This is an optimization exercise on Yosys and OpenROAD, whose aim is small area, a short achievable clock period and few clock cycles, not a production implementation.
Where RTL was checked, it was by simulation tests only, not by an equivalence proof against the original.
No activity file was given, so power comes from the tool's default toggle rates.

## main
## gift_shop_part1
module gift_shop_part1(
    input clk,
    input rst,
    input [31:0] data_in,
    input valid_in,
    output ready,
    output reg finished,
    output [63:0] result
);
Size in the first run: about 3100 cells after synthesis, roughly 100 I/O pins, ~27000 µm² of cells after synthesis.
export LEC_CHECK = 0
export CAP_MARGIN = 20
export CORE_MARGIN = 2
export CORE_UTILIZATION = 40
export PLACE_DENSITY = 0.6
export SLEW_MARGIN = 20
create_clock -name core_clock -period 10.0 [get_ports {clk}]
run.sh (not shown) runs the stock make flow with config.mk's settings and CLKGATE_MAP_FILE= SYNTH_SCRIPT=/design/flow/synth_recipe.tcl, a recipe that flattens the netlist after the stock synthesis.
Changes in the feature branch relative to main:
Settings: SETUP_SLACK_MARGIN now 5, previously not set.
[summary]
[the feature branch] minimum setup slack after placement rose 0.50 ns relative to main. The feature branch against main: proportion of total power due to net switching has decreased; setup slack of the critical path after layout has increased. When the feature branch is measured against main, its clock power share turns out 3.2 points lower. Changes observed in the feature branch relative to main: wire length rose 7.5%; TritonCTS buffer count increased by 1 relative to the old numbers.
No functional check of the RTL was part of any run of this note.

========
## red
gift_shop_part1, a different RTL version from the one above (not shown whole).
Size in the first run: ~340 flip-flops, about 100 I/O pins, about 27000 um^2 of cells after synthesis.
clock: 10.0 ns
lec_check: 0
cap_margin: 20
core_margin: 2
core_utilization: 40
cts_buf_list: sky130_fd_sc_hd__clkbuf_4 sky130_fd_sc_hd__clkbuf_8
place_density: 0.6
setup_slack_margin: 5
slew_margin: 20
standard.sh (not shown) runs the stock make flow with config.mk's settings and CLKGATE_MAP_FILE= SYNTH_SCRIPT=/design/flow/synth_recipe.tcl, a recipe that flattens the netlist after the stock synthesis.
==> flow/flow/run.sh <==
#!/bin/bash
set -euo pipefail
bash standard.sh BUFFER_PORTS_ARGS="-buffer_cell sky130_fd_sc_hd__buf_1" SETUP_SLACK_MARGIN=5.7 finish > standard_make.log 2>&1
red finished all stages; the layout is clean.
Testbench counts of red, summed over its fixed seeds: cycles 6,976.
> inputs changed (red -> blue)
# red
export LEC_CHECK = 0
export CAP_MARGIN = 20
export CORE_MARGIN = 2
export CORE_UTILIZATION = 40
export CTS_BUF_LIST = sky130_fd_sc_hd__clkbuf_4 sky130_fd_sc_hd__clkbuf_8
export PLACE_DENSITY = 0.6
export SETUP_SLACK_MARGIN = 5
export SLEW_MARGIN = 20
create_clock -name core_clock -period 10.0 [get_ports {clk}]
# blue
export LEC_CHECK = 0
export CAP_MARGIN = 20
export CORE_MARGIN = 2
export CORE_UTILIZATION = 40
export PLACE_DENSITY = 0.6
export SETUP_SLACK_MARGIN = 5
export SLEW_MARGIN = 20
create_clock -name core_clock -period 10.0 [get_ports {clk}]
==> flow/flow/run.sh <==
#!/bin/bash
set -euo pipefail
bash standard.sh BUFFER_PORTS_ARGS="-buffer_cell sky130_fd_sc_hd__buf_2" SETUP_SLACK_MARGIN=5.7 finish > standard_make.log 2>&1
[summary]
blue finished every step from synthesis to the final layout, and the layout passed the timing, DRC and antenna checks.
On blue: final standard cell count with taps included and fillers excluded is 43 lower than what red gave.
From blue to red, sequential-to-total area share from yosys stat did not move at all.
Worst hold slack ends up higher on red.

========
== old ==
gift_shop_part1, a different RTL version from the one above (not shown whole).
Size: ~3000 cells after synthesis, ~330 flip-flops, ~29000 µm² of cells after synthesis.
clock: 10.0 ns
lec_check: 0
cap_margin: 20
core_margin: 2
core_utilization: 40
place_density: 0.6
setup_slack_margin: 5
slew_margin: 20
run.sh (not shown) runs the stock make flow with config.mk's settings and CLKGATE_MAP_FILE= SYNTH_SCRIPT=/design/flow/synth_recipe.tcl, a recipe that flattens the netlist after the stock synthesis.
Stock flow here: none of the scripts above is used.
Testbench counts of old, summed over its fixed seeds: cycles 7,040.
For new, these inputs were changed with respect to old:
- a deleted SETUP_SLACK_MARGIN that had been 5
Findings:
Any difference in area taken by multi-input logic gates between old and new is small enough to ignore. Comparing old against new, there is no change at all in overall die height. Against old, maximum vdd drop in new rose slightly. Total setup buffers inserted after CTS: new vs old identical. Diff old..new | multi-input gate share of the layout cell area | negligible. On sequential share of layout area, old tracks new almost exactly. new has post-layout minimum cycle time above what old had. [compare] base=old new=new: sequential fraction of design power flat; post-route fraction of the period consumed by the critical path up 5.8 points; synthesis-to-layout area growth down 0.27 points; all-layer global routing usage flat.

========
v53:
RTL: one of the versions met above, not the one the previous note started from.
For scale: roughly 100 I/O pins, about 0.026 mm2 of cells after synthesis.
clock: 10.0 ns
lec_check: 0
cap_margin: 20
core_margin: 2
core_utilization: 40
place_density: 0.6
setup_slack_margin: 5
slew_margin: 20
standard.sh (not shown) runs the stock make flow with config.mk's settings and CLKGATE_MAP_FILE= SYNTH_SCRIPT=/design/flow/synth_recipe.tcl, a recipe that flattens the netlist after the stock synthesis.
==> flow/flow/run.sh <==
#!/bin/bash
set -euo pipefail
R=orfs/results/sky130hd/gift_shop_part1/base
CTS="-sink_clustering_enable -repair_clock_nets -sink_clustering_size 25 -sink_clustering_max_diameter 100 -buf_list {sky130_fd_sc_hd__clkbuf_16} -dont_use_dummy_load"
KNOBS=(BUFFER_PORTS_ARGS="-buffer_cell sky130_fd_sc_hd__buf_1" SETUP_SLACK_MARGIN=5.7 CTS_ARGS="$CTS")
bash standard.sh "${KNOBS[@]}" synth > standard_synth.log 2>&1
cp $R/1_2_yosys.v $R/1_2_yosys.orig.v
python3 flow/polar.py $R/1_2_yosys.orig.v $R/1_2_yosys.v > polar.log 2>&1
rm -f $R/1_synth.odb
bash standard.sh "${KNOBS[@]}" finish > standard_make.log 2>&1
Other scripts of this flow, unchanged in this note and not shown: flow/flow/polar.py
Testbench counts of v53, summed over its fixed seeds: cycles 6,976.
Setup changes, v53 to v23
Settings: swapping 40 for 30 in CORE_UTILIZATION; swapping 0.6 for 0.5 in PLACE_DENSITY; putting CTS_BUF_LIST at sky130_fd_sc_hd__clkbuf_4 sky130_fd_sc_hd__clkbuf_8 where nothing was set.
==> flow/flow/run.sh <==
#!/bin/bash
set -euo pipefail
R=orfs/results/sky130hd/gift_shop_part1/base
KNOBS=(BUFFER_PORTS_ARGS="-buffer_cell sky130_fd_sc_hd__buf_1" SETUP_SLACK_MARGIN=5.7)
bash standard.sh "${KNOBS[@]}" synth > standard_synth.log 2>&1
cp $R/1_2_yosys.v $R/1_2_yosys.orig.v
python3 flow/polar.py $R/1_2_yosys.orig.v $R/1_2_yosys.v > polar.log 2>&1
rm -f $R/1_synth.odb
bash standard.sh "${KNOBS[@]}" finish > standard_make.log 2>&1
## What came out
- In v23 the internal cell power turned out 17% higher than in v53.
- The area after synthesis of v23 and that of v53 are within noise of each other.
- Compared with v53, v23 shows a lower sequential share of layout area.
Setup changes, v23 to v45
Settings: an added CTS_CLUSTER_DIAMETER of 100; a change of CORE_UTILIZATION from 30 to 40; a change of PLACE_DENSITY from 0.5 to 0.6; an added CTS_CLUSTER_SIZE of 25; a change of CTS_BUF_LIST from sky130_fd_sc_hd__clkbuf_4 sky130_fd_sc_hd__clkbuf_8 to sky130_fd_sc_hd__clkbuf_16.
[summary]
In terms of final critical-path share of the clock period, v23 and v45 differ only marginally. Between v45 and v23, worst slack after detailed placement is higher for v45, v23 comes in under that. v45 ended up with a lower area added between synthesis and finish than v23 did. In the reports for v45 and v23, the larger share of post-route cells with drive strength above 1 belongs to v23. Relative to v23, placement-stage cell area has decreased by 420 um2 in v45. Routed wire in v45 totals less than in v23. Taking v23 as the reference, in v45 part of the total power dissipated in combinational logic has increased, overall overflow remaining after global route roughly the same. Looking only at CTS clock-pin slew for the worst setup and hold paths, and setting everything else aside, the higher value of v45 and v23 goes to v45. Core utilization of the finished layout, v45 and v23: smaller value in v23.
For v27, these inputs were changed with respect to v45:
Settings: CTS_CLUSTER_DIAMETER now 80, was 100; CTS_BUF_LIST now sky130_fd_sc_hd__clkbuf_8 sky130_fd_sc_hd__clkbuf_16, was sky130_fd_sc_hd__clkbuf_16; CTS_CLUSTER_SIZE now 20, was 25.
### Flow results
v27 — worst-margin pin slew 0.015 ns higher, v45 as reference. Clock period minus worst slack across v27 and v45: no real change. Looking at worst hold margin, v27 sits 0.0051 ns lower than v45 does. When v27 is measured against v45, its clock share of power turns out 2.5 points higher. Side by side, cell area turned out higher in v27 than in v45. Summary: with v45 as the reference, leakage power in v27 moved up slightly.

## re-timing with driven ports
In the flow no input, the clock included, has a driving cell. The finished layouts below were timed again as built, in two steps.
Step 1: set_driving_cell puts a clkbuf_16 on clk and a buf_2 on each other input, an assumption about the parent block.
Step 2 adds t to the input delays and takes it off the output delays; t is the mean of the earliest and latest rising clock arrival at the registers after step 1. Input paths then give back, and output paths get back, about the clock's delay inside the block.
Slacks: ideal ports / drivers / drivers and shift; pairs: ideal ports / drivers.
run | t (ns) | setup slack, ns | pins driven straight from the clock port
main | 0.601 | 1.239 / 1.239 / 1.239 | 1
the feature branch | 0.623 | 2.666 / 2.666 / 2.666 | 1
red | 0.719 | 5.721 / 5.673 / 5.165 | 1
blue | 0.621 | 5.723 / 5.672 / 5.258 | 1
old | 0.633 | 5.127 / 5.082 / 4.819 | 1
new | 0.633 | 4.546 / 4.513 / 4.513 | 1
v53 | 0.585 | 5.731 / 5.681 / 5.248 | 1
v23 | 0.712 | 5.734 / 5.679 / 5.190 | 1
v45 | 0.595 | 5.731 / 5.681 / 5.313 | 1
v27 | 0.603 | 5.731 / 5.679 / 5.244 | 1
After both steps setup and hold are still met in every run listed. The setup slack of red, which loses most, moves by -0.048 ns with the drivers and by -0.556 ns with both steps.
